What follows belongs to an exercise in optimizing a design on an open flow for small area and a short achievable clock period; a production flow would make more cautious choices. Function was not checked in any run shown here: the RTL went through the layout flow alone.

$ cat flow/flow/run.sh
#!/bin/bash
# Standard ORFS layout (the standard.sh, standard synthesis unchanged) with two layout
# choices: port buffers of a given strength, and repair_timing aiming for extra setup slack
# so that the layout is optimised beyond the 18 ns constraint (the SDC is not changed).
set -euo pipefail
HERE=$(cd "$(dirname "$0")" && pwd)
source "$HERE/knobs.sh"
bash standard.sh BUFFER_PORTS_ARGS="-buffer_cell $PORT_BUF" SETUP_SLACK_MARGIN=$MARGIN finish > make_flow.log 2>&1
$ cat flow/flow/knobs.sh
PORT_BUF=sky130_fd_sc_hd__buf_4
MARGIN=0
$ cat flow/standard.sh
#!/bin/bash
# synth_recipe.tcl (not shown) runs the flow's synth.tcl, then flattens the netlist and writes it again
# the make line also repeats each setting of config.mk as NAME=value (left out here)
make -C /OpenROAD-flow-scripts/flow DESIGN_CONFIG=/design/flow/config.mk WORK_HOME=/design/flow/orfs CLKGATE_MAP_FILE= SYNTH_SCRIPT=/design/flow/synth_recipe.tcl "${@:-finish}"
$ cat flow/config.mk
export PLATFORM = sky130hd
export DESIGN_NAME = MAC
export DESIGN_NICKNAME = MAC
export VERILOG_FILES = /design/flow/design.v
export SDC_FILE = /design/flow/constraint.sdc
export NUM_CORES = 4
export LEC_CHECK = 0
export CAP_MARGIN = 20
export CORE_MARGIN = 2
export CORE_UTILIZATION = 40
export SLEW_MARGIN = 20
export SYNTH_HIERARCHICAL = 1
$ cat flow/constraint.sdc
create_clock -name core_clock -period 18.0 [get_ports {clk}]
set_input_delay 3.6000 -clock core_clock [delete_from_list [all_inputs] [get_ports {clk}]]
set_output_delay 3.6000 -clock core_clock [all_outputs]
set_load 0.01 [all_outputs]
$ cat flow/design.v
module MAC(A,B,out,clk,reset);
  input [15:0] A,B;
  input clk,reset;
  output [35:0] out;
  reg [35:0] cs0, cs1;
  wire [35:0] acc = out;
  wire [35:0] n0, n1;
  wire pp_0_0 = A[0] & B[0];
  wire pp_0_1 = A[0] & B[1];
  wire pp_0_2 = A[0] & B[2];
  wire pp_0_3 = A[0] & B[3];
  wire pp_0_4 = A[0] & B[4];
  wire pp_0_5 = A[0] & B[5];
  wire pp_0_6 = A[0] & B[6];
  wire pp_0_7 = A[0] & B[7];
  wire pp_0_8 = A[0] & B[8];
  wire pp_0_9 = A[0] & B[9];
  wire pp_0_10 = A[0] & B[10];
  wire pp_0_11 = A[0] & B[11];
  wire pp_0_12 = A[0] & B[12];
  wire pp_0_13 = A[0] & B[13];
  wire pp_0_14 = A[0] & B[14];
  wire pp_0_15 = A[0] & B[15];
  wire pp_1_0 = A[1] & B[0];
  wire pp_1_1 = A[1] & B[1];
  wire pp_1_2 = A[1] & B[2];
  wire pp_1_3 = A[1] & B[3];
  wire pp_1_4 = A[1] & B[4];
  wire pp_1_5 = A[1] & B[5];
  wire pp_1_6 = A[1] & B[6];
  wire pp_1_7 = A[1] & B[7];
  wire pp_1_8 = A[1] & B[8];
  wire pp_1_9 = A[1] & B[9];
  wire pp_1_10 = A[1] & B[10];
  wire pp_1_11 = A[1] & B[11];
  wire pp_1_12 = A[1] & B[12];
  wire pp_1_13 = A[1] & B[13];
  wire pp_1_14 = A[1] & B[14];
  wire pp_1_15 = A[1] & B[15];
  wire pp_2_0 = A[2] & B[0];
  wire pp_2_1 = A[2] & B[1];
  wire pp_2_2 = A[2] & B[2];
  wire pp_2_3 = A[2] & B[3];
  wire pp_2_4 = A[2] & B[4];
  wire pp_2_5 = A[2] & B[5];
  wire pp_2_6 = A[2] & B[6];
  wire pp_2_7 = A[2] & B[7];
  wire pp_2_8 = A[2] & B[8];
  wire pp_2_9 = A[2] & B[9];
  wire pp_2_10 = A[2] & B[10];
  wire pp_2_11 = A[2] & B[11];
  wire pp_2_12 = A[2] & B[12];
  wire pp_2_13 = A[2] & B[13];
  wire pp_2_14 = A[2] & B[14];
  wire pp_2_15 = A[2] & B[15];
  wire pp_3_0 = A[3] & B[0];
  wire pp_3_1 = A[3] & B[1];
  wire pp_3_2 = A[3] & B[2];
  wire pp_3_3 = A[3] & B[3];
  wire pp_3_4 = A[3] & B[4];
  wire pp_3_5 = A[3] & B[5];
  wire pp_3_6 = A[3] & B[6];
  wire pp_3_7 = A[3] & B[7];
  wire pp_3_8 = A[3] & B[8];
  wire pp_3_9 = A[3] & B[9];
  wire pp_3_10 = A[3] & B[10];
  wire pp_3_11 = A[3] & B[11];
  wire pp_3_12 = A[3] & B[12];
  wire pp_3_13 = A[3] & B[13];
  wire pp_3_14 = A[3] & B[14];
  wire pp_3_15 = A[3] & B[15];
  wire pp_4_0 = A[4] & B[0];
  wire pp_4_1 = A[4] & B[1];
  wire pp_4_2 = A[4] & B[2];
  wire pp_4_3 = A[4] & B[3];
  wire pp_4_4 = A[4] & B[4];
  wire pp_4_5 = A[4] & B[5];
  wire pp_4_6 = A[4] & B[6];
  wire pp_4_7 = A[4] & B[7];
  wire pp_4_8 = A[4] & B[8];
  wire pp_4_9 = A[4] & B[9];
  wire pp_4_10 = A[4] & B[10];
  wire pp_4_11 = A[4] & B[11];
  wire pp_4_12 = A[4] & B[12];
  wire pp_4_13 = A[4] & B[13];
  wire pp_4_14 = A[4] & B[14];
  wire pp_4_15 = A[4] & B[15];
  wire pp_5_0 = A[5] & B[0];
  wire pp_5_1 = A[5] & B[1];
  wire pp_5_2 = A[5] & B[2];
  wire pp_5_3 = A[5] & B[3];
  wire pp_5_4 = A[5] & B[4];
  wire pp_5_5 = A[5] & B[5];
  wire pp_5_6 = A[5] & B[6];
  wire pp_5_7 = A[5] & B[7];
  wire pp_5_8 = A[5] & B[8];
  wire pp_5_9 = A[5] & B[9];
  wire pp_5_10 = A[5] & B[10];
  wire pp_5_11 = A[5] & B[11];
  wire pp_5_12 = A[5] & B[12];
  wire pp_5_13 = A[5] & B[13];
  wire pp_5_14 = A[5] & B[14];
  wire pp_5_15 = A[5] & B[15];
  wire pp_6_0 = A[6] & B[0];
  wire pp_6_1 = A[6] & B[1];
  wire pp_6_2 = A[6] & B[2];
  wire pp_6_3 = A[6] & B[3];
  wire pp_6_4 = A[6] & B[4];
  wire pp_6_5 = A[6] & B[5];
  wire pp_6_6 = A[6] & B[6];
  wire pp_6_7 = A[6] & B[7];
  wire pp_6_8 = A[6] & B[8];
  wire pp_6_9 = A[6] & B[9];
  wire pp_6_10 = A[6] & B[10];
  wire pp_6_11 = A[6] & B[11];
  wire pp_6_12 = A[6] & B[12];
  wire pp_6_13 = A[6] & B[13];
  wire pp_6_14 = A[6] & B[14];
  wire pp_6_15 = A[6] & B[15];
  wire pp_7_0 = A[7] & B[0];
  wire pp_7_1 = A[7] & B[1];
  wire pp_7_2 = A[7] & B[2];
  wire pp_7_3 = A[7] & B[3];
  wire pp_7_4 = A[7] & B[4];
  wire pp_7_5 = A[7] & B[5];
  wire pp_7_6 = A[7] & B[6];
  wire pp_7_7 = A[7] & B[7];
  wire pp_7_8 = A[7] & B[8];
  wire pp_7_9 = A[7] & B[9];
  wire pp_7_10 = A[7] & B[10];
  wire pp_7_11 = A[7] & B[11];
  wire pp_7_12 = A[7] & B[12];
  wire pp_7_13 = A[7] & B[13];
  wire pp_7_14 = A[7] & B[14];
  wire pp_7_15 = A[7] & B[15];
  wire pp_8_0 = A[8] & B[0];
  wire pp_8_1 = A[8] & B[1];
  wire pp_8_2 = A[8] & B[2];
  wire pp_8_3 = A[8] & B[3];
  wire pp_8_4 = A[8] & B[4];
  wire pp_8_5 = A[8] & B[5];
  wire pp_8_6 = A[8] & B[6];
  wire pp_8_7 = A[8] & B[7];
  wire pp_8_8 = A[8] & B[8];
  wire pp_8_9 = A[8] & B[9];
  wire pp_8_10 = A[8] & B[10];
  wire pp_8_11 = A[8] & B[11];
  wire pp_8_12 = A[8] & B[12];
  wire pp_8_13 = A[8] & B[13];
  wire pp_8_14 = A[8] & B[14];
  wire pp_8_15 = A[8] & B[15];
  wire pp_9_0 = A[9] & B[0];
  wire pp_9_1 = A[9] & B[1];
  wire pp_9_2 = A[9] & B[2];
  wire pp_9_3 = A[9] & B[3];
  wire pp_9_4 = A[9] & B[4];
  wire pp_9_5 = A[9] & B[5];
  wire pp_9_6 = A[9] & B[6];
  wire pp_9_7 = A[9] & B[7];
  wire pp_9_8 = A[9] & B[8];
  wire pp_9_9 = A[9] & B[9];
  wire pp_9_10 = A[9] & B[10];
  wire pp_9_11 = A[9] & B[11];
  wire pp_9_12 = A[9] & B[12];
  wire pp_9_13 = A[9] & B[13];
  wire pp_9_14 = A[9] & B[14];
  wire pp_9_15 = A[9] & B[15];
  wire pp_10_0 = A[10] & B[0];
  wire pp_10_1 = A[10] & B[1];
  wire pp_10_2 = A[10] & B[2];
  wire pp_10_3 = A[10] & B[3];
  wire pp_10_4 = A[10] & B[4];
  wire pp_10_5 = A[10] & B[5];
  wire pp_10_6 = A[10] & B[6];
  wire pp_10_7 = A[10] & B[7];
  wire pp_10_8 = A[10] & B[8];
  wire pp_10_9 = A[10] & B[9];
  wire pp_10_10 = A[10] & B[10];
  wire pp_10_11 = A[10] & B[11];
  wire pp_10_12 = A[10] & B[12];
  wire pp_10_13 = A[10] & B[13];
  wire pp_10_14 = A[10] & B[14];
  wire pp_10_15 = A[10] & B[15];
  wire pp_11_0 = A[11] & B[0];
  wire pp_11_1 = A[11] & B[1];
  wire pp_11_2 = A[11] & B[2];
  wire pp_11_3 = A[11] & B[3];
  wire pp_11_4 = A[11] & B[4];
  wire pp_11_5 = A[11] & B[5];
  wire pp_11_6 = A[11] & B[6];
  wire pp_11_7 = A[11] & B[7];
  wire pp_11_8 = A[11] & B[8];
  wire pp_11_9 = A[11] & B[9];
  wire pp_11_10 = A[11] & B[10];
  wire pp_11_11 = A[11] & B[11];
  wire pp_11_12 = A[11] & B[12];
  wire pp_11_13 = A[11] & B[13];
  wire pp_11_14 = A[11] & B[14];
  wire pp_11_15 = A[11] & B[15];
  wire pp_12_0 = A[12] & B[0];
  wire pp_12_1 = A[12] & B[1];
  wire pp_12_2 = A[12] & B[2];
  wire pp_12_3 = A[12] & B[3];
  wire pp_12_4 = A[12] & B[4];
  wire pp_12_5 = A[12] & B[5];
  wire pp_12_6 = A[12] & B[6];
  wire pp_12_7 = A[12] & B[7];
  wire pp_12_8 = A[12] & B[8];
  wire pp_12_9 = A[12] & B[9];
  wire pp_12_10 = A[12] & B[10];
  wire pp_12_11 = A[12] & B[11];
  wire pp_12_12 = A[12] & B[12];
  wire pp_12_13 = A[12] & B[13];
  wire pp_12_14 = A[12] & B[14];
  wire pp_12_15 = A[12] & B[15];
  wire pp_13_0 = A[13] & B[0];
  wire pp_13_1 = A[13] & B[1];
  wire pp_13_2 = A[13] & B[2];
  wire pp_13_3 = A[13] & B[3];
  wire pp_13_4 = A[13] & B[4];
  wire pp_13_5 = A[13] & B[5];
  wire pp_13_6 = A[13] & B[6];
  wire pp_13_7 = A[13] & B[7];
  wire pp_13_8 = A[13] & B[8];
  wire pp_13_9 = A[13] & B[9];
  wire pp_13_10 = A[13] & B[10];
  wire pp_13_11 = A[13] & B[11];
  wire pp_13_12 = A[13] & B[12];
  wire pp_13_13 = A[13] & B[13];
  wire pp_13_14 = A[13] & B[14];
  wire pp_13_15 = A[13] & B[15];
  wire pp_14_0 = A[14] & B[0];
  wire pp_14_1 = A[14] & B[1];
  wire pp_14_2 = A[14] & B[2];
  wire pp_14_3 = A[14] & B[3];
  wire pp_14_4 = A[14] & B[4];
  wire pp_14_5 = A[14] & B[5];
  wire pp_14_6 = A[14] & B[6];
  wire pp_14_7 = A[14] & B[7];
  wire pp_14_8 = A[14] & B[8];
  wire pp_14_9 = A[14] & B[9];
  wire pp_14_10 = A[14] & B[10];
  wire pp_14_11 = A[14] & B[11];
  wire pp_14_12 = A[14] & B[12];
  wire pp_14_13 = A[14] & B[13];
  wire pp_14_14 = A[14] & B[14];
  wire pp_14_15 = A[14] & B[15];
  wire pp_15_0 = A[15] & B[0];
  wire pp_15_1 = A[15] & B[1];
  wire pp_15_2 = A[15] & B[2];
  wire pp_15_3 = A[15] & B[3];
  wire pp_15_4 = A[15] & B[4];
  wire pp_15_5 = A[15] & B[5];
  wire pp_15_6 = A[15] & B[6];
  wire pp_15_7 = A[15] & B[7];
  wire pp_15_8 = A[15] & B[8];
  wire pp_15_9 = A[15] & B[9];
  wire pp_15_10 = A[15] & B[10];
  wire pp_15_11 = A[15] & B[11];
  wire pp_15_12 = A[15] & B[12];
  wire pp_15_13 = A[15] & B[13];
  wire pp_15_14 = A[15] & B[14];
  wire pp_15_15 = A[15] & B[15];
  wire s1, c2;
  HA us1 (acc[1], pp_0_1, s1, c2);
  wire s3, c4;
  FA us3 (acc[2], pp_0_2, pp_1_1, s3, c4);
  wire s5, c6;
  HA us5 (pp_2_0, c2, s5, c6);
  wire s7, c8;
  FA us7 (acc[3], pp_0_3, pp_1_2, s7, c8);
  wire s9, c10;
  FA us9 (pp_2_1, pp_3_0, c4, s9, c10);
  wire s11, c12;
  HA us11 (c6, s7, s11, c12);
  wire s13, c14;
  FA us13 (acc[4], pp_0_4, pp_1_3, s13, c14);
  wire s15, c16;
  FA us15 (pp_2_2, pp_3_1, pp_4_0, s15, c16);
  wire s17, c18;
  FA us17 (c8, s13, s15, s17, c18);
  wire s19, c20;
  HA us19 (c12, c10, s19, c20);
  wire s21, c22;
  FA us21 (acc[5], pp_0_5, pp_1_4, s21, c22);
  wire s23, c24;
  FA us23 (pp_2_3, pp_3_2, pp_4_1, s23, c24);
  wire s25, c26;
  FA us25 (pp_5_0, c14, c16, s25, c26);
  wire s27, c28;
  FA us27 (s21, s23, c18, s27, c28);
  wire s29, c30;
  HA us29 (s25, c20, s29, c30);
  wire s31, c32;
  FA us31 (acc[6], pp_0_6, pp_1_5, s31, c32);
  wire s33, c34;
  FA us33 (pp_2_4, pp_3_3, pp_4_2, s33, c34);
  wire s35, c36;
  FA us35 (pp_5_1, pp_6_0, c22, s35, c36);
  wire s37, c38;
  FA us37 (c24, s31, s33, s37, c38);
  wire s39, c40;
  FA us39 (c26, s35, s37, s39, c40);
  wire s41, c42;
  HA us41 (c28, c30, s41, c42);
  wire s43, c44;
  FA us43 (acc[7], pp_0_7, pp_1_6, s43, c44);
  wire s45, c46;
  FA us45 (pp_2_5, pp_3_4, pp_4_3, s45, c46);
  wire s47, c48;
  FA us47 (pp_5_2, pp_6_1, pp_7_0, s47, c48);
  wire s49, c50;
  FA us49 (c32, c34, s43, s49, c50);
  wire s51, c52;
  FA us51 (s45, s47, c36, s51, c52);
  wire s53, c54;
  FA us53 (c38, s49, s51, s53, c54);
  wire s55, c56;
  HA us55 (c40, c42, s55, c56);
  wire s57, c58;
  FA us57 (acc[8], pp_0_8, pp_1_7, s57, c58);
  wire s59, c60;
  FA us59 (pp_2_6, pp_3_5, pp_4_4, s59, c60);
  wire s61, c62;
  FA us61 (pp_5_3, pp_6_2, pp_7_1, s61, c62);
  wire s63, c64;
  FA us63 (pp_8_0, c44, c46, s63, c64);
  wire s65, c66;
  FA us65 (c48, s57, s59, s65, c66);
  wire s67, c68;
  FA us67 (s61, c50, s63, s67, c68);
  wire s69, c70;
  FA us69 (s65, c52, s67, s69, c70);
  wire s71, c72;
  HA us71 (c54, c56, s71, c72);
  wire s73, c74;
  FA us73 (acc[9], pp_0_9, pp_1_8, s73, c74);
  wire s75, c76;
  FA us75 (pp_2_7, pp_3_6, pp_4_5, s75, c76);
  wire s77, c78;
  FA us77 (pp_5_4, pp_6_3, pp_7_2, s77, c78);
  wire s79, c80;
  FA us79 (pp_8_1, pp_9_0, c58, s79, c80);
  wire s81, c82;
  FA us81 (c60, c62, s73, s81, c82);
  wire s83, c84;
  FA us83 (s75, s77, c64, s83, c84);
  wire s85, c86;
  FA us85 (c66, s79, s81, s85, c86);
  wire s87, c88;
  FA us87 (c68, s83, s85, s87, c88);
  wire s89, c90;
  HA us89 (c70, s87, s89, c90);
  wire s91, c92;
  FA us91 (acc[10], pp_0_10, pp_10_0, s91, c92);
  wire s93, c94;
  FA us93 (pp_1_9, pp_2_8, pp_3_7, s93, c94);
  wire s95, c96;
  FA us95 (pp_4_6, pp_5_5, pp_6_4, s95, c96);
  wire s97, c98;
  FA us97 (pp_7_3, pp_8_2, pp_9_1, s97, c98);
  wire s99, c100;
  FA us99 (c74, c76, c78, s99, c100);
  wire s101, c102;
  FA us101 (s91, s93, s95, s101, c102);
  wire s103, c104;
  FA us103 (s97, c80, c82, s103, c104);
  wire s105, c106;
  FA us105 (s99, s101, c84, s105, c106);
  wire s107, c108;
  FA us107 (c86, s103, s105, s107, c108);
  wire s109, c110;
  HA us109 (c88, c90, s109, c110);
  wire s111, c112;
  FA us111 (acc[11], pp_0_11, pp_10_1, s111, c112);
  wire s113, c114;
  FA us113 (pp_11_0, pp_1_10, pp_2_9, s113, c114);
  wire s115, c116;
  FA us115 (pp_3_8, pp_4_7, pp_5_6, s115, c116);
  wire s117, c118;
  FA us117 (pp_6_5, pp_7_4, pp_8_3, s117, c118);
  wire s119, c120;
  FA us119 (pp_9_2, c92, c94, s119, c120);
  wire s121, c122;
  FA us121 (c96, c98, s111, s121, c122);
  wire s123, c124;
  FA us123 (s113, s115, s117, s123, c124);
  wire s125, c126;
  FA us125 (c100, c102, s119, s125, c126);
  wire s127, c128;
  FA us127 (s121, s123, c104, s127, c128);
  wire s129, c130;
  FA us129 (s125, c106, s127, s129, c130);
  wire s131, c132;
  HA us131 (c108, s129, s131, c132);
  wire s133, c134;
  FA us133 (acc[12], pp_0_12, pp_10_2, s133, c134);
  wire s135, c136;
  FA us135 (pp_11_1, pp_12_0, pp_1_11, s135, c136);
  wire s137, c138;
  FA us137 (pp_2_10, pp_3_9, pp_4_8, s137, c138);
  wire s139, c140;
  FA us139 (pp_5_7, pp_6_6, pp_7_5, s139, c140);
  wire s141, c142;
  FA us141 (pp_8_4, pp_9_3, c112, s141, c142);
  wire s143, c144;
  FA us143 (c114, c116, c118, s143, c144);
  wire s145, c146;
  FA us145 (s133, s135, s137, s145, c146);
  wire s147, c148;
  FA us147 (s139, c120, c122, s147, c148);
  wire s149, c150;
  FA us149 (c124, s141, s143, s149, c150);
  wire s151, c152;
  FA us151 (s145, c126, s147, s151, c152);
  wire s153, c154;
  FA us153 (s149, c128, s151, s153, c154);
  wire s155, c156;
  HA us155 (c130, s153, s155, c156);
  wire s157, c158;
  FA us157 (acc[13], pp_0_13, pp_10_3, s157, c158);
  wire s159, c160;
  FA us159 (pp_11_2, pp_12_1, pp_13_0, s159, c160);
  wire s161, c162;
  FA us161 (pp_1_12, pp_2_11, pp_3_10, s161, c162);
  wire s163, c164;
  FA us163 (pp_4_9, pp_5_8, pp_6_7, s163, c164);
  wire s165, c166;
  FA us165 (pp_7_6, pp_8_5, pp_9_4, s165, c166);
  wire s167, c168;
  FA us167 (c134, c136, c138, s167, c168);
  wire s169, c170;
  FA us169 (c140, s157, s159, s169, c170);
  wire s171, c172;
  FA us171 (s161, s163, s165, s171, c172);
  wire s173, c174;
  FA us173 (c142, c144, c146, s173, c174);
  wire s175, c176;
  FA us175 (s167, s169, s171, s175, c176);
  wire s177, c178;
  FA us177 (c148, c150, s173, s177, c178);
  wire s179, c180;
  FA us179 (s175, c152, s177, s179, c180);
  wire s181, c182;
  HA us181 (c154, s179, s181, c182);
  wire s183, c184;
  FA us183 (acc[14], pp_0_14, pp_10_4, s183, c184);
  wire s185, c186;
  FA us185 (pp_11_3, pp_12_2, pp_13_1, s185, c186);
  wire s187, c188;
  FA us187 (pp_14_0, pp_1_13, pp_2_12, s187, c188);
  wire s189, c190;
  FA us189 (pp_3_11, pp_4_10, pp_5_9, s189, c190);
  wire s191, c192;
  FA us191 (pp_6_8, pp_7_7, pp_8_6, s191, c192);
  wire s193, c194;
  FA us193 (pp_9_5, c158, c160, s193, c194);
  wire s195, c196;
  FA us195 (c162, c164, c166, s195, c196);
  wire s197, c198;
  FA us197 (s183, s185, s187, s197, c198);
  wire s199, c200;
  FA us199 (s189, s191, c168, s199, c200);
  wire s201, c202;
  FA us201 (c170, c172, s193, s201, c202);
  wire s203, c204;
  FA us203 (s195, s197, c174, s203, c204);
  wire s205, c206;
  FA us205 (s199, c176, s201, s205, c206);
  wire s207, c208;
  FA us207 (c178, s203, s205, s207, c208);
  wire s209, c210;
  HA us209 (c180, s207, s209, c210);
  wire s211, c212;
  FA us211 (acc[15], pp_0_15, pp_10_5, s211, c212);
  wire s213, c214;
  FA us213 (pp_11_4, pp_12_3, pp_13_2, s213, c214);
  wire s215, c216;
  FA us215 (pp_14_1, pp_15_0, pp_1_14, s215, c216);
  wire s217, c218;
  FA us217 (pp_2_13, pp_3_12, pp_4_11, s217, c218);
  wire s219, c220;
  FA us219 (pp_5_10, pp_6_9, pp_7_8, s219, c220);
  wire s221, c222;
  FA us221 (pp_8_7, pp_9_6, c184, s221, c222);
  wire s223, c224;
  FA us223 (c186, c188, c190, s223, c224);
  wire s225, c226;
  FA us225 (c192, s211, s213, s225, c226);
  wire s227, c228;
  FA us227 (s215, s217, s219, s227, c228);
  wire s229, c230;
  FA us229 (c194, c196, c198, s229, c230);
  wire s231, c232;
  FA us231 (s221, s223, s225, s231, c232);
  wire s233, c234;
  FA us233 (s227, c200, c202, s233, c234);
  wire s235, c236;
  FA us235 (s229, s231, c204, s235, c236);
  wire s237, c238;
  FA us237 (c206, s233, s235, s237, c238);
  wire s239, c240;
  HA us239 (c208, c210, s239, c240);
  wire s241, c242;
  FA us241 (acc[16], pp_10_6, pp_11_5, s241, c242);
  wire s243, c244;
  FA us243 (pp_12_4, pp_13_3, pp_14_2, s243, c244);
  wire s245, c246;
  FA us245 (pp_15_1, pp_1_15, pp_2_14, s245, c246);
  wire s247, c248;
  FA us247 (pp_3_13, pp_4_12, pp_5_11, s247, c248);
  wire s249, c250;
  FA us249 (pp_6_10, pp_7_9, pp_8_8, s249, c250);
  wire s251, c252;
  FA us251 (pp_9_7, c212, c214, s251, c252);
  wire s253, c254;
  FA us253 (c216, c218, c220, s253, c254);
  wire s255, c256;
  FA us255 (s241, s243, s245, s255, c256);
  wire s257, c258;
  FA us257 (s247, s249, c222, s257, c258);
  wire s259, c260;
  FA us259 (c224, c226, c228, s259, c260);
  wire s261, c262;
  FA us261 (s251, s253, s255, s261, c262);
  wire s263, c264;
  FA us263 (c230, s257, c232, s263, c264);
  wire s265, c266;
  FA us265 (s259, s261, c234, s265, c266);
  wire s267, c268;
  FA us267 (s263, c236, s265, s267, c268);
  wire s269, c270;
  HA us269 (c238, s267, s269, c270);
  wire s271, c272;
  FA us271 (acc[17], pp_10_7, pp_11_6, s271, c272);
  wire s273, c274;
  FA us273 (pp_12_5, pp_13_4, pp_14_3, s273, c274);
  wire s275, c276;
  FA us275 (pp_15_2, pp_2_15, pp_3_14, s275, c276);
  wire s277, c278;
  FA us277 (pp_4_13, pp_5_12, pp_6_11, s277, c278);
  wire s279, c280;
  FA us279 (pp_7_10, pp_8_9, pp_9_8, s279, c280);
  wire s281, c282;
  FA us281 (c242, c244, c246, s281, c282);
  wire s283, c284;
  FA us283 (c248, c250, s271, s283, c284);
  wire s285, c286;
  FA us285 (s273, s275, s277, s285, c286);
  wire s287, c288;
  FA us287 (s279, c252, c254, s287, c288);
  wire s289, c290;
  FA us289 (c256, s281, s283, s289, c290);
  wire s291, c292;
  FA us291 (s285, c258, c260, s291, c292);
  wire s293, c294;
  FA us293 (s287, c262, s289, s293, c294);
  wire s295, c296;
  FA us295 (c264, s291, s293, s295, c296);
  wire s297, c298;
  FA us297 (c266, s295, c268, s297, c298);
  wire s299, c300;
  FA us299 (acc[18], pp_10_8, pp_11_7, s299, c300);
  wire s301, c302;
  FA us301 (pp_12_6, pp_13_5, pp_14_4, s301, c302);
  wire s303, c304;
  FA us303 (pp_15_3, pp_3_15, pp_4_14, s303, c304);
  wire s305, c306;
  FA us305 (pp_5_13, pp_6_12, pp_7_11, s305, c306);
  wire s307, c308;
  FA us307 (pp_8_10, pp_9_9, c272, s307, c308);
  wire s309, c310;
  FA us309 (c274, c276, c278, s309, c310);
  wire s311, c312;
  FA us311 (c280, s299, s301, s311, c312);
  wire s313, c314;
  FA us313 (s303, s305, c282, s313, c314);
  wire s315, c316;
  FA us315 (c284, c286, s307, s315, c316);
  wire s317, c318;
  FA us317 (s309, s311, c288, s317, c318);
  wire s319, c320;
  FA us319 (s313, c290, s315, s319, c320);
  wire s321, c322;
  FA us321 (c292, s317, c294, s321, c322);
  wire s323, c324;
  FA us323 (s319, c296, s321, s323, c324);
  wire s325, c326;
  FA us325 (acc[19], pp_10_9, pp_11_8, s325, c326);
  wire s327, c328;
  FA us327 (pp_12_7, pp_13_6, pp_14_5, s327, c328);
  wire s329, c330;
  FA us329 (pp_15_4, pp_4_15, pp_5_14, s329, c330);
  wire s331, c332;
  FA us331 (pp_6_13, pp_7_12, pp_8_11, s331, c332);
  wire s333, c334;
  FA us333 (pp_9_10, c300, c302, s333, c334);
  wire s335, c336;
  FA us335 (c304, c306, s325, s335, c336);
  wire s337, c338;
  FA us337 (s327, s329, s331, s337, c338);
  wire s339, c340;
  FA us339 (c308, c310, c312, s339, c340);
  wire s341, c342;
  FA us341 (s333, s335, s337, s341, c342);
  wire s343, c344;
  FA us343 (c314, c316, s339, s343, c344);
  wire s345, c346;
  FA us345 (s341, c318, c320, s345, c346);
  wire s347, c348;
  FA us347 (s343, c322, s345, s347, c348);
  wire s349, c350;
  FA us349 (acc[20], pp_10_10, pp_11_9, s349, c350);
  wire s351, c352;
  FA us351 (pp_12_8, pp_13_7, pp_14_6, s351, c352);
  wire s353, c354;
  FA us353 (pp_15_5, pp_5_15, pp_6_14, s353, c354);
  wire s355, c356;
  FA us355 (pp_7_13, pp_8_12, pp_9_11, s355, c356);
  wire s357, c358;
  FA us357 (c326, c328, c330, s357, c358);
  wire s359, c360;
  FA us359 (c332, s349, s351, s359, c360);
  wire s361, c362;
  FA us361 (s353, s355, c334, s361, c362);
  wire s363, c364;
  FA us363 (c336, c338, s357, s363, c364);
  wire s365, c366;
  FA us365 (s359, c340, s361, s365, c366);
  wire s367, c368;
  FA us367 (c342, s363, c344, s367, c368);
  wire s369, c370;
  FA us369 (s365, c346, s367, s369, c370);
  wire s371, c372;
  FA us371 (acc[21], pp_10_11, pp_11_10, s371, c372);
  wire s373, c374;
  FA us373 (pp_12_9, pp_13_8, pp_14_7, s373, c374);
  wire s375, c376;
  FA us375 (pp_15_6, pp_6_15, pp_7_14, s375, c376);
  wire s377, c378;
  FA us377 (pp_8_13, pp_9_12, c350, s377, c378);
  wire s379, c380;
  FA us379 (c352, c354, c356, s379, c380);
  wire s381, c382;
  FA us381 (s371, s373, s375, s381, c382);
  wire s383, c384;
  FA us383 (c358, c360, s377, s383, c384);
  wire s385, c386;
  FA us385 (s379, s381, c362, s385, c386);
  wire s387, c388;
  FA us387 (c364, s383, c366, s387, c388);
  wire s389, c390;
  FA us389 (s385, c368, s387, s389, c390);
  wire s391, c392;
  FA us391 (acc[22], pp_10_12, pp_11_11, s391, c392);
  wire s393, c394;
  FA us393 (pp_12_10, pp_13_9, pp_14_8, s393, c394);
  wire s395, c396;
  FA us395 (pp_15_7, pp_7_15, pp_8_14, s395, c396);
  wire s397, c398;
  FA us397 (pp_9_13, c372, c374, s397, c398);
  wire s399, c400;
  FA us399 (c376, s391, s393, s399, c400);
  wire s401, c402;
  FA us401 (s395, c378, c380, s401, c402);
  wire s403, c404;
  FA us403 (c382, s397, s399, s403, c404);
  wire s405, c406;
  FA us405 (c384, s401, s403, s405, c406);
  wire s407, c408;
  FA us407 (c386, s405, c388, s407, c408);
  wire s409, c410;
  FA us409 (acc[23], pp_10_13, pp_11_12, s409, c410);
  wire s411, c412;
  FA us411 (pp_12_11, pp_13_10, pp_14_9, s411, c412);
  wire s413, c414;
  FA us413 (pp_15_8, pp_8_15, pp_9_14, s413, c414);
  wire s415, c416;
  FA us415 (c392, c394, c396, s415, c416);
  wire s417, c418;
  FA us417 (s409, s411, s413, s417, c418);
  wire s419, c420;
  FA us419 (c398, c400, s415, s419, c420);
  wire s421, c422;
  FA us421 (s417, c402, c404, s421, c422);
  wire s423, c424;
  FA us423 (s419, c406, s421, s423, c424);
  wire s425, c426;
  FA us425 (acc[24], pp_10_14, pp_11_13, s425, c426);
  wire s427, c428;
  FA us427 (pp_12_12, pp_13_11, pp_14_10, s427, c428);
  wire s429, c430;
  FA us429 (pp_15_9, pp_9_15, c410, s429, c430);
  wire s431, c432;
  FA us431 (c412, c414, s425, s431, c432);
  wire s433, c434;
  FA us433 (s427, c416, c418, s433, c434);
  wire s435, c436;
  FA us435 (s429, s431, c420, s435, c436);
  wire s437, c438;
  FA us437 (s433, c422, s435, s437, c438);
  wire s439, c440;
  FA us439 (acc[25], pp_10_15, pp_11_14, s439, c440);
  wire s441, c442;
  FA us441 (pp_12_13, pp_13_12, pp_14_11, s441, c442);
  wire s443, c444;
  FA us443 (pp_15_10, c426, c428, s443, c444);
  wire s445, c446;
  FA us445 (s439, s441, c430, s445, c446);
  wire s447, c448;
  FA us447 (c432, s443, c434, s447, c448);
  wire s449, c450;
  FA us449 (s445, c436, s447, s449, c450);
  wire s451, c452;
  FA us451 (acc[26], pp_11_15, pp_12_14, s451, c452);
  wire s453, c454;
  FA us453 (pp_13_13, pp_14_12, pp_15_11, s453, c454);
  wire s455, c456;
  FA us455 (c440, c442, s451, s455, c456);
  wire s457, c458;
  FA us457 (s453, c444, s455, s457, c458);
  wire s459, c460;
  FA us459 (c446, s457, c448, s459, c460);
  wire s461, c462;
  FA us461 (acc[27], pp_12_15, pp_13_14, s461, c462);
  wire s463, c464;
  FA us463 (pp_14_13, pp_15_12, c452, s463, c464);
  wire s465, c466;
  FA us465 (c454, s461, c456, s465, c466);
  wire s467, c468;
  FA us467 (s463, c458, s465, s467, c468);
  wire s469, c470;
  FA us469 (acc[28], pp_13_15, pp_14_14, s469, c470);
  wire s471, c472;
  FA us471 (pp_15_13, c462, s469, s471, c472);
  wire s473, c474;
  FA us473 (c464, s471, c466, s473, c474);
  wire s475, c476;
  FA us475 (acc[29], pp_14_15, pp_15_14, s475, c476);
  wire s477, c478;
  FA us477 (c470, s475, c472, s477, c478);
  wire s479, c480;
  FA us479 (acc[30], pp_15_15, c476, s479, c480);
  assign n0[0] = acc[0];
  assign n1[0] = pp_0_0;
  assign n0[1] = pp_1_0;
  assign n1[1] = s1;
  assign n0[2] = s3;
  assign n1[2] = s5;
  assign n0[3] = s11;
  assign n1[3] = s9;
  assign n0[4] = s17;
  assign n1[4] = s19;
  assign n0[5] = s29;
  assign n1[5] = s27;
  assign n0[6] = s39;
  assign n1[6] = s41;
  assign n0[7] = s53;
  assign n1[7] = s55;
  assign n0[8] = s69;
  assign n1[8] = s71;
  assign n0[9] = c72;
  assign n1[9] = s89;
  assign n0[10] = s107;
  assign n1[10] = s109;
  assign n0[11] = c110;
  assign n1[11] = s131;
  assign n0[12] = c132;
  assign n1[12] = s155;
  assign n0[13] = c156;
  assign n1[13] = s181;
  assign n0[14] = c182;
  assign n1[14] = s209;
  assign n0[15] = s237;
  assign n1[15] = s239;
  assign n0[16] = c240;
  assign n1[16] = s269;
  assign n0[17] = c270;
  assign n1[17] = s297;
  assign n0[18] = s323;
  assign n1[18] = c298;
  assign n0[19] = c324;
  assign n1[19] = s347;
  assign n0[20] = c348;
  assign n1[20] = s369;
  assign n0[21] = c370;
  assign n1[21] = s389;
  assign n0[22] = c390;
  assign n1[22] = s407;
  assign n0[23] = s423;
  assign n1[23] = c408;
  assign n0[24] = c424;
  assign n1[24] = s437;
  assign n0[25] = c438;
  assign n1[25] = s449;
  assign n0[26] = c450;
  assign n1[26] = s459;
  assign n0[27] = s467;
  assign n1[27] = c460;
  assign n0[28] = c468;
  assign n1[28] = s473;
  assign n0[29] = s477;
  assign n1[29] = c474;
  assign n0[30] = s479;
  assign n1[30] = c478;
  assign n0[31] = acc[31];
  assign n1[31] = c480;
  assign n0[32] = acc[32];
  assign n1[32] = 1'b0;
  assign n0[33] = acc[33];
  assign n1[33] = 1'b0;
  assign n0[34] = acc[34];
  assign n1[34] = 1'b0;
  assign n0[35] = acc[35];
  assign n1[35] = 1'b0;
  always @(posedge clk or posedge reset)
    if (reset) begin
      cs0 <= 36'd0;
      cs1 <= 36'd0;
    end else begin
      cs0 <= n0;
      cs1 <= n1;
    end
  assign out = cs0 + cs1;
endmodule
module FA(a, b, c, s, co);
  input a, b, c;
  output s, co;
  assign s = a ^ b ^ c;
  assign co = (a & b) | (a & c) | (b & c);
endmodule
module HA(a, b, s, co);
  input a, b;
  output s, co;
  assign s = a ^ b;
  assign co = a & b;
endmodule
==> summary.md, run 1 <==
| Metric | Value |
|---|---|
| Status | finished clean |
| Chip Height | 162.4 µm |
| Placed cell count | 1,236 |
| Reg2Reg Capture Point | cs1[17] |
| Iter 0 DRT Violations | 357 |
| Area share of and/or/nand/nor cells after synthesis | approximately a fifth |
| Largest family of logic cells by synthesized area | adder cells |
| Post-synth net total | 1,186 |
| Vias | 6,632 |
| Vias in the first global route | 7,517 |
| Critical Path Sink Type | primary output |
| Dpl hpwl | 21,080 µm |
| First-pass GRT wire length | 41,890 µm |
| Commonest non-fill, non-tap cell in the layout | and2_1 |
| Gr usage total | a little over a fifth |
| Resize count post-CTS | 0 |
| Average wire per standard cell | 21.12 µm |
| Tcrit/Tclk final | just over 40% |
| Syn avg cell area | roughly 11 µm² |
| DRC viols | 0 |
| Setup_tns | 0 ns |
| Mapped cell area | 0.01003 mm² |
| Initial antenna violation count | 0 |
| Max Transition Viols Final | 0 |
| RSZ-0062 raised after global routing | false |
| Mux cell area share after synthesis | 0% |
| Setup crit start kind | flop |
| Total core area | roughly 0.024 mm² |
| Hold Path Origin | cs1[0] |
| Drt total wl | roughly 26,000 µm |
| Clk_skew | 0.007707 ns |
| Post-synthesis xor/xnor area fraction | 2.531% |
| CP Max Fanout | 4 |
| FF-to-FF setup slack | approximately 12 ns |
| WHS Endpoint | cs0[0] |
| CTS Sinks | just under 70 |
| Layout cells sized above 1 | slightly above 10% |
| CTS Buffer Depth | 2 |
| Non-filler instance count after layout | 1,252 |
| RR Startpoint | cs0[0] |
| Gpl congestion | between 0.8 and 0.9 |
| Register bit total from synthesis | 68 |
| CP Data Required Time | 14.40 ns |
| Rows | 57 |
| Synth Instances | 879 |
| Yosys warns | 7 |
| Post-CTS Setup Repair Bufs | 0 |
| First-pass DRT Iterations | 4 |
| Peak Freq | around 140 MHz |
| Total die area | about 0.026 mm² |
| Global route overflow | 0 |
| Cts bufs inserted | 9 |
| Antenna-violating nets left | 0 |
| Htree depth | 3 |
| CP Class | reg -> out |
| Die Wd | 162.4 µm |
| Area grow syn2layout | 10.71% |
| Crit path arrival time | 3.80 ns |
| Final setup fails | 0 |
| Worst rel slew slack | about 34% |
| Post-DR vias/cell | 5.297 |
| Final core utilization | 45.41% |
| Main synth FF type | dfrtp_1 |
| Clk slew on worst S/H paths | 0.06 ns |
| EDFF count, synth | 0 |
| Nets | 1,230 |
| Final hold violation count | 0 |
| Clock root buffer | clkbuf_16 |
| Worst hold path class | reg -> reg |
| IO Count | 70 |
| Adder-cell share of the synthesized area | 50.88% |
| Synth unique cells | a little over 50 |
| Synth async-reset ratio | 100.0% |
| Worst Tran Pin Value | just under 1 ns |
| Ant diodes | 0 |
| Starting Density | between 40% and 50% |
| Seq/Total Area, Yosys | 16.96% |
| Hold Path Depth | 1 |
| Min Tclk post-route | 7.402 ns |
| Largest net degree at the start of global routing | 69 |
| Port bufs | 69 |
| Max-Cap Viols | 0 |
| Reg2reg path depth | 14 |
| Hold-fix buffers at CTS | 0 |
| Most frequent cells in the layout | 259 x and2_1, 225 x fa_1, 70 x buf_4, 68 x dfrtp_1, 48 x ha_1 |
| Clk latency of the worst-skew pair | 0.34 ns |
| Compound-cell area share of the yosys netlist | 7.594% |
| TritonCTS clock tree | done |
-- critical path, stage by stage (launching register included) --
cell and delay (ns):
dfrtp_1 0.36, ha_1 0.22, fa_1 0.43, a21oi_1 0.24
o22ai_1 0.21, nor4bb_1 0.48, o21ai_1 0.28, a211oi_1 0.55
o31ai_1 0.16, xnor2_1 0.33, buf_4 0.19
-- stage by stage --
stage	setup slack, ns	hold WS (ns)	cell area [µm²]
2_1_floorplan	11.00	0.5237	10030
3_3_place_gp	10.82	0.4847	10820
3_5_place_dp	10.78	0.4886	10820
4_1_cts	10.59	0.5025	11110
5_1_grt	10.35	0.5317	11110
6_report	10.60	0.4977	11110
-- how the worst max path moves through the flow --
stage                      start       to  slack [ns]  cells past startpoint
after floorplan             A[4]  cs1[17]       11.00                      9
after global placement     B[12]  cs1[17]       10.82                      9
after detailed placement   B[12]  cs1[17]       10.78                      9
after CTS                 cs0[0]  out[28]       10.59                     10
after global routing      cs0[0]  out[26]       10.35                     10
final                     cs0[0]  out[28]       10.60                     10
-- synthesized netlist by cell type, drive strengths merged (2+ instances only) --
master / n / share of area (%)
and2: 259 / 16
fa: 225 / 45
dfrtp: 68 / 17
ha: 48 / 6.0
a21oi: 40 / 2.0
clkbuf: 35 / 1.3
nand2: 30 / 1.1
o21ai: 22 / 1.1
nor2: 21 / 0.79
xnor2: 17 / 1.5
a21o: 13 / 0.99
xor2: 12 / 1.0
inv: 11 / 0.41
a211oi: 7 / 0.52
nand3: 6 / 0.30
o31ai: 6 / 0.45
nand4: 5 / 0.31
nor2b: 5 / 0.31
nor3: 5 / 0.25
o21a: 4 / 0.30
o21bai: 4 / 0.30
and3: 3 / 0.19
nand2b: 3 / 0.19
o211ai: 3 / 0.27
a311o: 2 / 0.20
buf: 2 / 0.10
o22ai: 2 / 0.12
or2: 2 / 0.12
-- metal layers --
layer,track usage [%],share of wire [%],up-vias
li1,-,-,2943
met1,28.25,42,3488
met2,37.12,52,166
met3,2.572,3.9,35
met4,5.792,2.1,0
met5,0,0,-
-- modules after synthesis, one instance, submodules excluded --
| module | cell area (µm²) | copies in the design | cells inside |
|---|---|---|---|
| FA | 20.02 | 224 | 1 |
| HA | 12.51 | 16 | 1 |
| MAC | 5349 | 1 | 639 |
-- logic make-up (layout without fill, tap and decap cells) --
kind of cell	after synthesis	after routing
adders and majority gates	273	273
DFF	68	68
buffers and inverters	48	97
and+or+nand+nor	345	345
AOI/OAI and AO/OA	116	116
xor gates and xnor gates	29	29
-- sequential cells by signal, summed over array words and instances (netlist names) --
name,count
cs1,32
cs0,36
-- cell type report --
class	count	area (µm²)
sequential	68	1702
clock buffer	11	232.7
multi-input combinational	763	8149
clock inverter	5	52.55
timing repair buffer	70	525.5
fill	2299	13350
inverter	11	41.29
tap	324	405.4
==> inputs of run 2 (changes only) <==
==> flow/flow/knobs.sh (replaced) <==
PORT_BUF=sky130_fd_sc_hd__buf_4
MARGIN=11.5
==> summary.md, run 2 <==
| Metric | Value |
|---|---|
| Status | finished clean |
| Seq/Total Area, Yosys | 16.96% |
| Biggest regs | cs0: 36 flops, cs1: 32 flops |
| Tcrit/Tclk final | a little under two fifths |
| First-pass GRT wire length | ~45,000 µm |
| Post-synth net total | 1,186 |
| Starting Density | 41.02% |
| Top reg by flops | cs0 |
| Final setup fails | 0 |
| IO Count | 70 |
| Nets | ~1,300 |
| Chip Height | 162.4 µm |
| Min Tclk post-route | 6.606 ns |
| CTS Sinks | 68 |
| Synth unique cells | 51 |
| Synth top area share | 44.89% |
| Yosys warns | 7 |
| Post-synth top cells | 259 x and2_1, 225 x fa_1, 68 x dfrtp_1 |
| CTS Buffer Depth | 2 |
| Ant diodes | 0 |
| First-pass DRT Iterations | 5 |
| Main synth FF type | dfrtp_1 |
| Max-Cap Viols | 0 |
| Total core area | 0.02446 mm² |
| Area grow syn2layout | 26.85% |
| Largest register FFs | 36 |
| Syn avg cell area | 11.41 µm² |
| Critical Path Sink Type | flop |
| EDFF count, synth | 0 |
| Crit path arrival time | slightly below 7 ns |
| Most frequent cells in the layout | 237 x and2_1, 163 x fa_1, 80 x buf_4, 68 x dfrtp_1, 62 x fa_2 |
| Clock root buffer | clkbuf_16 |
| Setup crit start kind | primary input |
| Worst hold path class | reg -> reg |
| Vias in the first global route | 7,873 |
| Clk slew on worst S/H paths | 0.06 ns |
| CP Data Required Time | 18.28 ns |
| Dpl hpwl | 21,010 µm |
| Delay-heaviest family, CP | adder cells |
| Hold-fix buffers at CTS | 0 |
| Synth async-reset ratio | 100.0% |
| Rows | between 50 and 60 |
| Clk_skew | 0.01072 ns |
| Gr usage total | between 20% and 30% |
| Largest net degree at the start of global routing | 69 |
| Clk latency of the worst-skew pair | roughly 0.35 ns |
| Max Transition Viols Final | 0 |
| Gpl congestion | 0.8273 |
| Worst Tran Pin Value | 0.9214 ns |
| Port bufs | 69 |
| Die Wd | about 160 µm |
| Layout cells sized above 1 | 31.38% |
| CP Max Fanout | 16 |
| Peak Freq | approximately 150 MHz |
| Global route overflow | 0 |
| Most frequent cell after synthesis | and2_1 |
| Commonest non-fill, non-tap cell in the layout | and2_1 |
| Setup_tns | 0 ns |
| Register bit total from synthesis | 68 |
| Total die area | between 0.02 and 0.03 mm² |
| Worst rel slew slack | 38.57% |
| Vias | 7,095 |
| Post-DR vias/cell | 5.462 |
| Synth Instances | between 800 and 900 |
| TritonCTS clock tree | done |
| Iter 0 DRT Violations | slightly below 400 |
| Antenna-violating nets left | 0 |
| CP Class | in -> reg |
| Mapped cell area | 0.01003 mm² |
| Final hold violation count | 0 |
| CP Cell Sequence | buf_8 -> and2_4 -> fa_1 -> fa_2 -> fa_1 -> fa_2 -> fa_2 -> fa_2 |
| Htree depth | 3 |
| Slowest cell on crit path | fa_2 |
| Buf/Inv on CP | 1 |
| Cts bufs inserted | 9 |
| Average wire per standard cell | 22.23 µm |
| Synth area leaders | fa_1 45%, dfrtp_1 17%, and2_1 16% |
| CP most frequent cell | fa_2 |
| Critical path's largest stage delay | ~0.56 ns |
| Drt total wl | 28,870 µm |
| Yosys top cell by area | fa_1 |
| RSZ-0062 raised after global routing | true |
| DRC viols | 0 |
| Initial antenna violation count | 0 |
==> run 2: routing by layer <==
metal	up-vias	global-route usage (%)	wire length [µm]
li1	3030	-	-
met1	3826	29.36	11810
met2	201	39.30	15060
met3	38	3.285	1249
met4	0	8.488	745
met5	-	0	0
==> run 2: what timing repair did <==
action / CTS / global route
gates resized for setup: 150 / 54
cloned: 1 / 0
setup buffers: 28 / 18
pin swaps: 40 / 37
hold endpoints to repair: 0 / 0
endpoints found under the setup margin: 29 / 28
==> run 2: cell families after synthesis <==
| kind of cell | count (synthesis) | share of synthesized area, % |
|---|---|---|
| compound gates | 116 | 7.595 |
| xor+xnor | 29 | 2.531 |
| fa+ha+maj | 273 | 50.88 |
| buf+inv | 48 | 1.821 |
| flops | 68 | 16.96 |
| simple gates | 345 | 20.21 |
==> run 2: path summary, 6_finish.rpt <==
path / end / slack, ns / startpoint / cells after the start
setup / recovery: cs1[17] / 11.39 / A[11] / 8
hold / removal: cs0[34] / 0.51 / cs0[34] / 1
setup reg to reg: cs1[17] / 12.50 / cs1[0] / 16
hold reg to reg: cs0[34] / 0.51 / cs0[34] / 1
max in group asynchronous: cs0[20] / 13.87 / reset / 3
min in group asynchronous: cs1[12] / 3.52 / reset / 3
==> run 2: final cells by class <==
cell class                      count  area (µm²)
Fill cell                        2156       11740
Multi-Input combinational cell    763        9069
Sequential cell                    68        1702
Timing Repair Buffer              117        1176
Tap cell                          324       405.4
Clock buffer                       10       239.0
Clock inverter                      6       95.09
Inverter                           11       41.29
==> run 2: Yosys stat by module (local to each module, per instance) <==
module  copies in the design  cells  area, µm²
FA                       224      1      20.02
MAC                        1    639       5349
HA                        16      1      12.51
==> run 2: per-stage QoR <==
step / worst slack [ns] / area, µm² / std cells / hold slack (ns) / util (%)
finish: 11.39 / 12730 / 1299 / 0.5117 / 52.03
floorplan: 11.18 / 10240 / 879 / 0.5237 / -
global placement: 10.99 / 10980 / 1236 / 0.5028 / 44.87
global route: 11.28 / 12730 / 1299 / 0.5416 / 52.03
detailed placement: 10.96 / 10980 / 1236 / 0.4892 / 44.87
CTS: 11.35 / 12270 / 1281 / 0.5125 / 50.17
==> inputs of run 3 (changes only) <==
==> flow/flow/knobs.sh (replaced) <==
PORT_BUF=sky130_fd_sc_hd__buf_4
MARGIN=10
==> summary.md, run 3 <==
| Metric | Value |
|---|---|
| Max-Cap Viols | 0 |
| First-pass GRT wire length | between 40,000 and 50,000 µm |
| First-pass DRT Iterations | 4 |
| Peak Freq | 135.1 MHz |
| Clk_skew | 0.007707 ns |
| Port bufs | 69 |
| CTS Buffer Depth | 2 |
| Setup_tns | 0 ns |
| Antenna-violating nets left | 0 |
| CP Max Fanout | 4 |
| Largest register FFs | 36 |
| Rows | between 50 and 60 |
| Nets | 1,230 |
| Syn avg cell area | 11.41 µm² |
| Design area | 0.01111 mm² |
| Post-synth net total | approximately 1,200 |
| Vias in the first global route | 7,517 |
| Gpl congestion | roughly 0.85 |
| Gr usage total | 21.28% |
| CP Cell Sequence | ha_1 -> fa_1 -> a21oi_1 -> o22ai_1 -> nor4bb_1 -> o21ai_1 -> a211oi_1 -> o31ai_1 -> xnor2_1 -> buf_4 |
| Yosys warns | 7 |
| Yosys top cell by area | fa_1 |
| Drt total wl | approximately 26,000 µm |
| Top reg by flops | cs0 |
| Tcrit/Tclk final | 41.12% |
| CP Class | reg -> out |
| Seq/Total Area, Yosys | 16.96% |
| Min Tclk post-route | 7.402 ns |
| Average wire per standard cell | 21.12 µm |
| Chip Height | 162.4 µm |
| Final hold violation count | 0 |
| Synth unique cells | 51 |
| Post-synth top cells | 259 x and2_1, 225 x fa_1, 68 x dfrtp_1 |
| Vias | approximately 6,600 |
| CP Data Required Time | approximately 14 ns |
| Synth Instances | 879 |
| Htree depth | 3 |
| Cts bufs inserted | 9 |
| Mapped cell area | 0.01003 mm² |
| Slowest cell on crit path | a211oi_1 |
| Ant diodes | 0 |
| Final setup fails | 0 |
| Synth area leaders | fa_1 45%, dfrtp_1 17%, and2_1 16% |
| Reg2reg path depth | 14 |
| Status | finished clean |
| DRC viols | 0 |
| EDFF count, synth | 0 |
| Biggest regs | cs0: 36 flops, cs1: 32 flops |
| Crit path arrival time | between 3 and 4 ns |
| TritonCTS clock tree | done |
| Total core area | 0.02446 mm² |
| IO Count | 70 |
| Worst rel slew slack | 34.15% |
| Worst Tran Pin Value | 0.9818 ns |
| Largest net degree at the start of global routing | 69 |
| Synth async-reset ratio | between 90% and 100% |
| Layout cells sized above 1 | 10.13% |
| Clk slew on worst S/H paths | 0.06 ns |
| WHS | 0.4977 ns |
| Total die area | approximately 0.026 mm² |
| Critical path's largest stage delay | 0.55 ns |
| CTS Sinks | 68 |
| Setup crit start kind | flop |
| Synth top area share | 44.89% |
| Main synth FF type | dfrtp_1 |
| RSZ-0062 raised after global routing | false |
| Die Wd | 162.4 µm |
| Most frequent cell after synthesis | and2_1 |
| Hold-fix buffers at CTS | 0 |
| Critical Path Sink Type | primary output |
| Area grow syn2layout | 10.71% |
| Dpl hpwl | ~21,000 µm |
| Most frequent cells in the layout | 259 x and2_1, 225 x fa_1, 70 x buf_4, 68 x dfrtp_1, 48 x ha_1 |
| Post-DR vias/cell | 5.297 |
| Post-CTS Setup Repair Bufs | 0 |
| Global route overflow | 0 |
| Register bit total from synthesis | between 60 and 70 |
| Clk latency of the worst-skew pair | 0.34 ns |
| Starting Density | between 40% and 50% |
| Dpl cell area | approximately 0.011 mm² |
| Iter 0 DRT Violations | 357 |
| Hold Path Depth | 1 |
| Initial antenna violation count | 0 |
| Max Transition Viols Final | 0 |
| Worst hold path class | reg -> reg |
| Commonest non-fill, non-tap cell in the layout | and2_1 |
| Resize count post-CTS | 0 |
| Clock root buffer | clkbuf_16 |
[run 3: changes by cell type in the layout (fill, tap and decap cells not counted), moves of 19 or more]
cell and change:
and2_1 +22, and2_4 -22, buf_6 -20, fa_1 +62
fa_2 -62, ha_1 +23, ha_4 -19
[run 3: critical path, delay by kind of cell (launching register included)]
kind | cells | cell delay, ns
simple gates | 1 | 0.48
xor+xnor | 1 | 0.33
flops | 1 | 0.36
buf+inv | 1 | 0.19
compound gates | 5 | 1.44
fa+ha+maj | 2 | 0.65
[run 3: per-layer routing]
| layer | vias to the layer above | share of wire, % | GRT usage (%) |
|---|---|---|---|
| met1 | 3488 | 42 | 28.25 |
| met4 | 0 | 2.1 | 5.792 |
| met2 | 166 | 52 | 37.12 |
| met3 | 35 | 3.9 | 2.572 |
| li1 | 2943 | - | - |
| met5 | - | 0 | 0 |
[run 3: layout make-up]
type | count | area [µm²]
fill | 2299 | 13350
multi-input combinational | 763 | 8149
sequential | 68 | 1702
timing repair buffer | 70 | 525.5
tap | 324 | 405.4
clock buffer | 11 | 232.7
clock inverter | 5 | 52.55
inverter | 11 | 41.29
[run 3: per-module statistics from Yosys, one instance, submodules excluded]
module / cells inside / area (µm²)
MAC: 639 / 5349
HA: 1 / 12.51
FA: 1 / 20.02
[run 3: final timing paths]
kind / start / endpoint / slack [ns]
min: cs1[0] / cs0[0] / 0.50
max reg2reg: cs0[0] / cs1[17] / 12.03
min reg2reg: cs1[0] / cs0[0] / 0.50
max in group asynchronous: reset / cs1[28] / 13.90
max: cs0[0] / out[28] / 10.60
min in group asynchronous: reset / cs0[35] / 3.52
[run 3: cell families after synthesis]
group                    count (synthesis)  synth area share, %
AO/OA/AOI/OAI                          116                7.595
XOR/XNOR                                29                2.531
adder cells (fa/ha/maj)                273                50.88
buffers and inverters                   48                1.821
flip-flops                              68                16.96
AND/OR/NAND/NOR                        345                20.21
[run 3: stage by stage]
| step | std cells | setup WS, ns | util, % |
|---|---|---|---|
| 5_1_grt | 1252 | 10.35 | 45.41 |
| 3_3_place_gp | 1236 | 10.82 | 44.24 |
| 3_5_place_dp | 1236 | 10.78 | 44.24 |
| 6_report | 1252 | 10.60 | 45.41 |
| 2_1_floorplan | 879 | 11.00 | - |
| 4_1_cts | 1252 | 10.59 | 45.41 |
==> inputs of run 4 (changes only) <==
==> flow/run.sh (new file) <==
#!/bin/bash
# synth_recipe.tcl (not shown) runs the flow's synth.tcl, then flattens the netlist and writes it again
# the make line also repeats each setting of config.mk as NAME=value (left out here)
make -C /OpenROAD-flow-scripts/flow DESIGN_CONFIG=/design/flow/config.mk WORK_HOME=/design/flow/orfs CLKGATE_MAP_FILE= SYNTH_SCRIPT=/design/flow/synth_recipe.tcl finish
removed: flow/flow/run.sh
removed: flow/flow/knobs.sh
removed: flow/standard.sh
==> summary.md, run 4 <==
| Metric | Value |
|---|---|
| Worst Tran Pin Value | between 1 and 1.5 ns |
| Hold-fix buffers at CTS | 0 |
| Largest net degree at the start of global routing | 69 |
| TritonCTS clock tree | done |
| Post-synth top cells | 259 x and2_1, 225 x fa_1, 68 x dfrtp_1 |
| Chip Height | 162.4 µm |
| Place WS | 10.01 ns |
| Most frequent cell after synthesis | and2_1 |
| Critical Path Sink Type | primary output |
| CP Cell Sequence | ha_1 -> fa_1 -> a21oi_1 -> o22ai_1 -> nor4bb_1 -> o21ai_1 -> a211oi_1 -> o31ai_1 -> xnor2_1 -> clkdlybuf4s50_1 |
| Clk latency of the worst-skew pair | between 0.3 and 0.4 ns |
| Max-Cap Viols | 0 |
| Starting Density | 41.02% |
| Layout cells sized above 1 | 3.118% |
| Worst rel slew slack | 25.14% |
| Setup_tns | 0 ns |
| Max Transition Viols Final | 0 |
| Htree depth | 3 |
| Clock root buffer | clkbuf_16 |
| RSZ-0062 raised after global routing | false |
| Post-synth net total | roughly 1,200 |
| Dpl hpwl | 20,620 µm |
| Initial antenna violation count | 1 |
| Met1 GRT Util | 29.07% |
| Gpl congestion | roughly 0.82 |
| Vias in the first global route | 7,544 |
| Yosys warns | 7 |
| Clk slew on worst S/H paths | ~0.050 ns |
| Final hold violation count | 0 |
| Yosys top cell by area | fa_1 |
| Total core area | 0.02446 mm² |
| Met2 GRT Util | 36.98% |
| Delay-heaviest family, CP | compound AO/OA/AOI/OAI gates |
| Most frequent cells in the layout | 259 x and2_1, 225 x fa_1, 69 x clkdlybuf4s50_1, 68 x dfrtp_1, 48 x ha_1 |
| Slowest cell on crit path | clkdlybuf4s50_1 |
| Largest register FFs | 36 |
| CP Data Required Time | 14.40 ns |
| Status | finished clean |
| Final worst slack | 10.09 ns |
| Resize count post-CTS | 0 |
| Cts bufs inserted | 9 |
| Buf/Inv on CP | 1 |
| GRT met3 Usage | 2.827% |
| Synth unique cells | 51 |
| Critical path's largest stage delay | 0.62 ns |
| Biggest regs | cs0: 36 flops, cs1: 32 flops |
| Area grow syn2layout | 12.52% |
| Top reg by flops | cs0 |
| Syn avg cell area | 11.41 µm² |
| Peak Freq | 126.5 MHz |
| DRC viols | 0 |
| Dpl cell area | 0.01101 mm² |
| Ant diodes | 0 |
| CTS Buffer Depth | 2 |
| Die Wd | 162.4 µm |
| CP Class | reg -> out |
| Commonest non-fill, non-tap cell in the layout | and2_1 |
| CTS Sinks | 68 |
| Main synth FF type | dfrtp_1 |
| Register bit total from synthesis | approximately 70 |
| IO Count | 70 |
| Seq/Total Area, Yosys | 16.96% |
| Clk_skew | 0.01554 ns |
| Drt total wl | 26,460 µm |
| Post-DR vias/cell | 5.350 |
| WHS | between 0.4 and 0.5 ns |
| Synth async-reset ratio | 100.0% |
| Post-CTS Setup Repair Bufs | 0 |
| Iter 0 DRT Violations | 388 |
| Total die area | around 0.026 mm² |
| Global route overflow | 0 |
| Design area | between 0.01 and 0.015 mm² |
| Vias | 6,709 |
| Crit path arrival time | 4.31 ns |
| Nets | 1,232 |
| Min Tclk post-route | between 7 and 8 ns |
| Antenna-violating nets left | 0 |
| Worst hold path class | reg -> reg |
| Tcrit/Tclk final | 43.92% |
| FF-to-FF setup slack | 12.04 ns |
| Mapped cell area | approximately 0.010 mm² |
| Synth area leaders | fa_1 45%, dfrtp_1 17%, and2_1 16% |
| Port bufs | 69 |
| Rows | 57 |
| Synth top area share | 44.89% |
| First-pass DRT Iterations | 4 |
| Setup crit start kind | flop |
| Synth Instances | a little under 900 |
| Average wire per standard cell | 21.10 µm |
| EDFF count, synth | 0 |
| Final setup fails | 0 |
| CP Max Fanout | 4 |
| Top Usage Layer GRT | met2 |
| Gr usage total | 21.63% |
| First-pass GRT wire length | 42,420 µm |
run 4: cells by family after synthesis:
logic type | synth area share [%]
xor gates and xnor gates | 2.531
adders and majority gates | 50.88
and+or+nand+nor | 20.21
AOI/OAI and AO/OA | 7.595
buffers and inverters | 1.821
DFF | 16.96
run 4: path summary, 6_finish.rpt:
check,to,depth (start not counted),startpoint
min,cs0[0],1,cs1[0]
min reg2reg,cs0[0],1,cs1[0]
max in group asynchronous,cs1[23],3,reset
max reg2reg,cs1[17],13,cs0[4]
min in group asynchronous,cs0[11],3,reset
max,out[28],10,cs0[0]
run 4: final cells by class:
type	count	area, µm²
Clock buffer	10	239.0
Tap cell	324	405.4
Timing Repair Buffer	72	713.2
Sequential cell	68	1702
Fill cell	2279	13170
Inverter	11	41.29
Multi-Input combinational cell	763	8149
Clock inverter	6	40.04
run 4: stage by stage:
step	utilization, %	cells
floorplan	-	879
global placement	45.01	1238
detailed placement	45.01	1238
CTS	46.15	1254
global route	46.15	1254
finish	46.15	1254
run 4: Yosys stat by module (local to each module, per instance):
module | flip-flops and latches | area, µm²
FA | 0 | 20.02
MAC | 68 | 5349
HA | 0 | 12.51
run 4: layer usage:
layer | routed length (µm) | share of wire, %
met5 | 0 | 0
met2 | 13590 | 51
met4 | 549 | 2.1
met1 | 11300 | 43
met3 | 1023 | 3.9

[afterwards: timing with drivers on the ports]
No port has a modelled driver above. Below, the same layouts with a new extraction and two added sets of constraints. Step 1 (the two cells are an assumption about what drives the block):
set clk [get_ports {clk}]
set_driving_cell -lib_cell sky130_fd_sc_hd__clkbuf_16 $clk
set_driving_cell -lib_cell sky130_fd_sc_hd__buf_2 [delete_from_list [all_inputs] $clk]
Step 2 adds t to the input delays and takes it off the output delays; t is the mean of the earliest and latest rising clock arrival at the registers after step 1. Input paths then give back, and output paths get back, about the clock's delay inside the block. a / b / c = no drivers / after step 1 / after step 2; a / b = the first two.
| run | t (ns) | setup WS [ns] | worst setup path after step 2 | slew at the worst register clock pin (ns) | cell pins on the clock port's net |
|---|---|---|---|---|---|
| run 1 | 0.376 | 10.598 / 10.557 / 10.791 | input to register | 0.06 / 0.06 | 1 |
| run 2 | 0.390 | 11.394 / 11.381 / 10.991 | input to register | 0.06 / 0.06 | 1 |
| run 3 | 0.376 | 10.598 / 10.557 / 10.791 | input to register | 0.06 / 0.06 | 1 |
| run 4 | 0.387 | 10.095 / 10.049 / 9.954 | input to register | 0.06 / 0.06 | 1 |
After both steps setup and hold are still met in every run listed. For run 2, which loses most, drivers alone change the setup slack by -0.013 ns; drivers and shift together by -0.403 ns.
